From an optimization exercise on the open Yosys and OpenROAD flow, aimed at small area and a short achievable clock period; shortcuts taken in it are not production practice. In this exercise RTL edits were held to simulation tests only and were not proved equivalent to the original. Power is estimated from default activity; no workload was simulated.

## singlecycle
module singlecycle (
  input  logic  clk, rst,
  input  logic [31:0] sw, btn,
  input  logic [31:0] instr,
  input  logic [31:0] dmem_rdata,
  output logic [8:0]  dmem_addr,
  output logic [31:0] dmem_wdata,
  output logic        dmem_we,
  output logic [31:0] hex0, hex1, hex2, hex3, hex4, hex5, hex6, hex7, ledr, ledg, lcd,
  output logic [31:0] pcdebug
);
Settings: LEC_CHECK=0, CAP_MARGIN=10, CORE_MARGIN=2, CORE_UTILIZATION=45, CTS_BUF_LIST=sky130_fd_sc_hd__clkbuf_4, PLACE_DENSITY=0.6, SETUP_SLACK_MARGIN=5, SLEW_MARGIN=10, SYNTH_HIERARCHICAL=1, SYNTH_MINIMUM_KEEP_SIZE=3000, TNS_END_PERCENT=10; clock period 14.0 ns.
standard.sh (not shown) runs the stock make flow with config.mk's settings and CLKGATE_MAP_FILE= SYNTH_SCRIPT=/design/flow/synth_recipe.tcl, a recipe that flattens the netlist after the stock synthesis.
==> flow/flow/run.sh <==
#!/bin/bash
# The standard layout (the standard.sh, all ORFS steps unchanged) with one
# difference: the buffers that buffer_ports puts on every input and output
# port are buf_1 cells (resized later by repair where timing needs it)
# instead of the default clkdlybuf4s50_1 delay cells.
set -euo pipefail
bash standard.sh 'BUFFER_PORTS_ARGS=-buffer_cell sky130_fd_sc_hd__buf_1' finish > standard.log 2>&1
==> next run, changes <==
==> flow/flow/run.sh (replaced) <==
#!/bin/bash
# The standard layout (the standard.sh, all ORFS steps) with two changes:
# - synthesis runs flow/synth.tcl: the standard flow's synthesis script with a different
#   ABC script (flow/abc.script) for mapping the logic;
# - the buffers that buffer_ports puts on every input and output port are
#   buf_1 cells (resized later by repair where timing needs it) instead of the
#   default clkdlybuf4s50_1 delay cells.
# make's and the tools' full output goes to standard.log; ORFS keeps each
# step's log under orfs/logs.
set -euo pipefail
export FLOW_ABC_SCRIPT="$PWD/flow/abc.script"
bash standard.sh "SYNTH_SCRIPT=$PWD/flow/synth.tcl" \
  'BUFFER_PORTS_ARGS=-buffer_cell sky130_fd_sc_hd__buf_1' finish > standard.log 2>&1
==> flow/flow/abc.script (new file) <==
&get -n
&st
&dch
&nf
&st
&syn2
&if -g -K 6
&synch2
&nf
&st
&syn2
&if -g -K 6
&synch2
&nf -R 1000
&put
buffer -c
topo
stime -c
upsize -c
dnsize -c
==> flow/flow/synth.tcl (new file) <==
# The standard flow's synthesis script (synth_recipe.tcl), unchanged except that the ABC
# run that maps the logic to cells uses flow/abc.script: ORFS's speed script
# with two rounds of restructuring instead of five and more area-recovery
# rounds in the last mapping. Flip-flops are mapped before ABC, so the
# registers, their names and their cells are the standard synthesis's.
proc synth {args} { yosys synth -nofsm -noshare {*}$args }
proc abc {args} {
  set i [lsearch -exact $args -script]
  if {$i >= 0} { lset args [expr {$i + 1}] $::env(FLOW_ABC_SCRIPT) }
  yosys abc {*}$args
}
source $::env(SCRIPTS_DIR)/synth.tcl
# left out here: clear keep_hierarchy, flatten, clean up, hide names made inside functions, write 1_2_yosys.v
--- a/flow/config.mk
+++ b/flow/config.mk
@@ -9,3 +9,3 @@
 export CORE_MARGIN = 2
-export CORE_UTILIZATION = 45
+export CORE_UTILIZATION = 50
 export CTS_BUF_LIST = sky130_fd_sc_hd__clkbuf_4
With this change the flow produced a layout that fails on max-capacitance violations, max-slew violations.
Via count falls by 0.68%.
Sequential cell count is unchanged.
Final cell count falls by 3.2%.
==> next run, changes <==
==> flow/flow/abc.script (replaced) <==
&get -n
&st
&dch
&nf
&st
&syn2
&if -g -K 6
&synch2
&nf
&st
&syn2
&if -g -K 6
&synch2
&nf -R 1000
&put
topo
stime -c
dnsize -c
--- a/flow/flow/synth.tcl
+++ b/flow/flow/synth.tcl
@@ -2,4 +2,5 @@
 # run that maps the logic to cells uses flow/abc.script: ORFS's speed script
-# with two rounds of restructuring instead of five and more area-recovery
-# rounds in the last mapping. Flip-flops are mapped before ABC, so the
+# with two rounds of restructuring instead of five, more area-recovery rounds
+# in the last mapping, and no buffering or upsizing in ABC (the layout's
+# repair buffers and sizes with the real constraints and wires). Flip-flops are mapped before ABC, so the
 # registers, their names and their cells are the standard synthesis's.
--- a/flow/config.mk
+++ b/flow/config.mk
@@ -9,3 +9,3 @@
 export CORE_MARGIN = 2
-export CORE_UTILIZATION = 50
+export CORE_UTILIZATION = 45
 export CTS_BUF_LIST = sky130_fd_sc_hd__clkbuf_4
After rerunning:
- Now the flow completed without violations
- fmax is higher by 1.4%
- core utilization drops by 3.6 points
- global-route usage is lower by 5.8 points
- via count decreases by 1.3%
- setup slack is better by 0.13 ns
- clock skew stays flat
- sequential cell count is unchanged
- register-to-register slack is better by 0.45 ns
- synthesized area went down by 3.6%
- sequential share of layout area barely changes
==> next run, changes <==
--- a/flow/flow/abc.script
+++ b/flow/flow/abc.script
@@ -15,4 +15,6 @@
 &put
+buffer -c
 topo
 stime -c
+upsize -c
 dnsize -c
--- a/flow/flow/synth.tcl
+++ b/flow/flow/synth.tcl
@@ -2,5 +2,4 @@
 # run that maps the logic to cells uses flow/abc.script: ORFS's speed script
-# with two rounds of restructuring instead of five, more area-recovery rounds
-# in the last mapping, and no buffering or upsizing in ABC (the layout's
-# repair buffers and sizes with the real constraints and wires). Flip-flops are mapped before ABC, so the
+# with two rounds of restructuring instead of five and more area-recovery
+# rounds in the last mapping. Flip-flops are mapped before ABC, so the
 # registers, their names and their cells are the standard synthesis's.
What happened: The new run produced a clean layout. Non-clock buffer count drops by 48. Core utilization shrinks by 2.3 points. Via count climbs by about 0.6%. Design area is about the same. Critical path depth climbs by 2. Clock-buffer cell count goes down by 6.

========
Another version of the RTL of singlecycle (not shown whole).
For scale: roughly 560 I/O pins, ~72000 µm² of cells after synthesis.
make LEC_CHECK=0 CAP_MARGIN=20 CORE_MARGIN=2 CORE_UTILIZATION=45 CTS_BUF_LIST=sky130_fd_sc_hd__clkbuf_8 PLACE_DENSITY=0.6 SETUP_SLACK_MARGIN=5 SLEW_MARGIN=20 finish   # period 14.0 ns
run.sh (not shown) runs the stock make flow with config.mk's settings and CLKGATE_MAP_FILE= SYNTH_SCRIPT=/design/flow/synth_recipe.tcl, a recipe that flattens the netlist after the stock synthesis.
Stock flow here: none of the scripts above is used.
The baseline produced a clean layout.
Rerun with:
==> flow/flow/run.sh (new file) <==
#!/bin/bash
# The standard layout (the standard.sh, all ORFS steps unchanged) with one
# difference: the buffers that buffer_ports puts on every input and output
# port are buf_1 cells (resized later by repair where timing needs it)
# instead of the default clkdlybuf4s50_1 delay cells.
set -euo pipefail
bash standard.sh 'BUFFER_PORTS_ARGS=-buffer_cell sky130_fd_sc_hd__buf_1' finish > standard.log 2>&1
==> flow/standard.sh (new file) <==
#!/bin/bash
# synth_recipe.tcl (not shown) runs the flow's synth.tcl, then flattens the netlist and writes it again
# the make line also repeats each setting of config.mk as NAME=value (left out here)
make -C /OpenROAD-flow-scripts/flow DESIGN_CONFIG=/design/flow/config.mk WORK_HOME=/design/flow/orfs CLKGATE_MAP_FILE= SYNTH_SCRIPT=/design/flow/synth_recipe.tcl "${@:-finish}"
CTS_BUF_LIST = sky130_fd_sc_hd__clkbuf_4   (was sky130_fd_sc_hd__clkbuf_8)
SYNTH_HIERARCHICAL = 1   (was default)
SYNTH_MINIMUM_KEEP_SIZE = 3000   (was default)
removed: flow/run.sh
Effect: The changed run completed with no timing, DRC or antenna violations. Register-to-register slack loses 0.23 ns. Sequential cell count stays the same. Global-route usage goes down by 1.5 points. Count of clock-buffer cells in the layout rises by 300. Sequential power barely changes. Total power fell by 1.2%. Setup slack gains 0.12 ns. Cell area goes down by 2.3%. Via count rises by 3.5%. Die area grows by 2.6%.
Rerun with:
CTS_BUF_LIST = sky130_fd_sc_hd__clkbuf_8   (was sky130_fd_sc_hd__clkbuf_4)
SYNTH_HIERARCHICAL = default   (was 1)
SYNTH_MINIMUM_KEEP_SIZE = default   (was 3000)
The changed run finished with timing, DRC and antenna clean.
Worst hold slack is better by 0.0039 ns.
Non-clock buffer count rose by 28.
Die area fell by 2.5%.
Via count fell by about 3%.
Total power rose by about 0.5%.
Setup slack is worse by 0.13 ns.
Wire length fell by about 0.7%.
Design area fell by about 1.3%.

========
singlecycle with an RTL version that a note above also has.
Size in the first run: ~6500 cells after synthesis, ~1400 flip-flops, about 560 I/O pins, about 0.072 mm² of cells after synthesis.
==> flow/config.mk <==
export PLATFORM = sky130hd
export DESIGN_NAME = singlecycle
export DESIGN_NICKNAME = singlecycle
export VERILOG_FILES = /design/flow/design.v
export SDC_FILE = /design/flow/constraint.sdc
export NUM_CORES = 4
export LEC_CHECK = 0
export CAP_MARGIN = 20
export CORE_MARGIN = 2
export CORE_UTILIZATION = 45
export CTS_BUF_LIST = sky130_fd_sc_hd__clkbuf_4
export PLACE_DENSITY = 0.6
export SETUP_SLACK_MARGIN = 5
export SLEW_MARGIN = 20
export SYNTH_HIERARCHICAL = 1
export SYNTH_MINIMUM_KEEP_SIZE = 3000
export TNS_END_PERCENT = 10
==> flow/constraint.sdc <==
create_clock -name core_clock -period 14.0 [get_ports {clk}]
set_input_delay 2.8000 -clock core_clock [delete_from_list [all_inputs] [get_ports {clk}]]
set_output_delay 2.8000 -clock core_clock [all_outputs]
set_load 0.01 [all_outputs]
standard.sh (not shown) runs the stock make flow with config.mk's settings and CLKGATE_MAP_FILE= SYNTH_SCRIPT=/design/flow/synth_recipe.tcl, a recipe that flattens the netlist after the stock synthesis.
==> flow/flow/run.sh <==
#!/bin/bash
# The standard layout (the standard.sh, all ORFS steps unchanged) with one
# difference: the buffers that buffer_ports puts on every input and output
# port are buf_1 cells (resized later by repair where timing needs it)
# instead of the default clkdlybuf4s50_1 delay cells.
set -euo pipefail
bash standard.sh 'BUFFER_PORTS_ARGS=-buffer_cell sky130_fd_sc_hd__buf_1' finish > standard.log 2>&1
Change:
==> flow/flow/run.sh (replaced) <==
#!/bin/bash
# The standard layout (the standard.sh, all ORFS steps) with two changes:
# - synthesis runs flow/synth.tcl: the standard flow's synthesis script with a different
#   ABC script (flow/abc.script) for mapping the logic;
# - the buffers that buffer_ports puts on every input and output port are
#   buf_1 cells (resized later by repair where timing needs it) instead of the
#   default clkdlybuf4s50_1 delay cells.
# make's and the tools' full output goes to standard.log; ORFS keeps each
# step's log under orfs/logs.
set -euo pipefail
export FLOW_ABC_SCRIPT="$PWD/flow/abc.script"
bash standard.sh "SYNTH_SCRIPT=$PWD/flow/synth.tcl" \
  'BUFFER_PORTS_ARGS=-buffer_cell sky130_fd_sc_hd__buf_1' finish > standard.log 2>&1
==> flow/flow/abc.script (new file) <==
&get -n
&st
&dch
&nf
&st
&syn2
&if -g -K 6
&synch2
&nf
&st
&syn2
&if -g -K 6
&synch2
&nf -R 1000
&put
buffer -c
topo
stime -c
upsize -c
dnsize -c
==> flow/flow/synth.tcl (new file) <==
# The standard flow's synthesis script (synth_recipe.tcl), unchanged except that the ABC
# run that maps the logic to cells uses flow/abc.script: ORFS's speed script
# with two rounds of restructuring instead of five and more area-recovery
# rounds in the last mapping. Flip-flops are mapped before ABC, so the
# registers, their names and their cells are the standard synthesis's.
proc synth {args} { yosys synth -nofsm -noshare {*}$args }
proc abc {args} {
  set i [lsearch -exact $args -script]
  if {$i >= 0} { lset args [expr {$i + 1}] $::env(FLOW_ABC_SCRIPT) }
  yosys abc {*}$args
}
source $::env(SCRIPTS_DIR)/synth.tcl
# left out here: clear keep_hierarchy, flatten, clean up, hide names made inside functions, write 1_2_yosys.v
CAP_MARGIN = 10   (was 20)
PLACE_DENSITY = 0.65   (was 0.6)
SLEW_MARGIN = 10   (was 20)
Result:
- final cell count is lower by 1.8%
- worst hold slack degrades by 5.3 ps
- wire length falls by 2.0%
- total power shrinks by about 3.4%
- worst setup slack degrades by 73 ps
- clock-buffer cell count drops by 9

-- static timing again, ports no longer ideal --
In the flow no input, the clock included, has a driving cell. The finished layouts below were timed again as built, in two steps.
Step 1 assumes that a clkbuf_16 drives the clock port and a buf_2 every other input.
Step 2 adds t to the input delays and takes it off the output delays; t is the mean of the earliest and latest rising clock arrival at the registers after step 1. Input paths then give back, and output paths get back, about the clock's delay inside the block.
Three values: no drivers, after step 1, after step 2; two values: the first two.
| run | t (ns) | setup slack, ns | hold WS [ns] | clock arrival spread, ns | worst data-port slew with drivers (ns) |
|---|---|---|---|---|---|
| the first run of note 1 | 1.409 | 4.392 / 4.204 / 2.795 | 0.488 / 0.488 / 0.488 | 0.173 / 0.173 | 0.27 |
| the second run of note 1 | 1.428 | 4.447 / 4.372 / 3.156 | 0.486 / 0.486 / 0.486 | 0.146 / 0.146 | 0.25 |
| the third run of note 1 | 1.406 | 4.578 / 4.403 / 3.551 | 0.493 / 0.493 / 0.493 | 0.147 / 0.147 | 0.25 |
| the fourth run of note 1 | 1.384 | 4.694 / 4.593 / 3.272 | 0.486 / 0.486 / 0.486 | 0.171 / 0.171 | 0.23 |
| the first run of note 2 | 1.076 | 4.322 / 4.276 / 3.777 | 0.494 / 0.494 / 0.494 | 0.079 / 0.078 | 0.15 |
| the second run of note 2 | 1.502 | 4.437 / 4.104 / 3.371 | 0.496 / 0.496 / 0.496 | 0.195 / 0.195 | 0.41 |
| the third run of note 2 | 1.103 | 4.308 / 4.072 / 3.235 | 0.500 / 0.500 / 0.500 | 0.097 / 0.097 | 0.23 |
| the first run of note 3 | 1.470 | 4.547 / 4.296 / 3.006 | 0.487 / 0.487 / 0.487 | 0.156 / 0.157 | 0.27 |
| the second run of note 3 | 1.439 | 4.474 / 4.417 / 3.025 | 0.482 / 0.482 / 0.482 | 0.163 / 0.162 | 0.26 |
For the first run of note 1, which loses most, drivers alone change the setup slack by -0.188 ns; drivers and shift together by -1.597 ns.
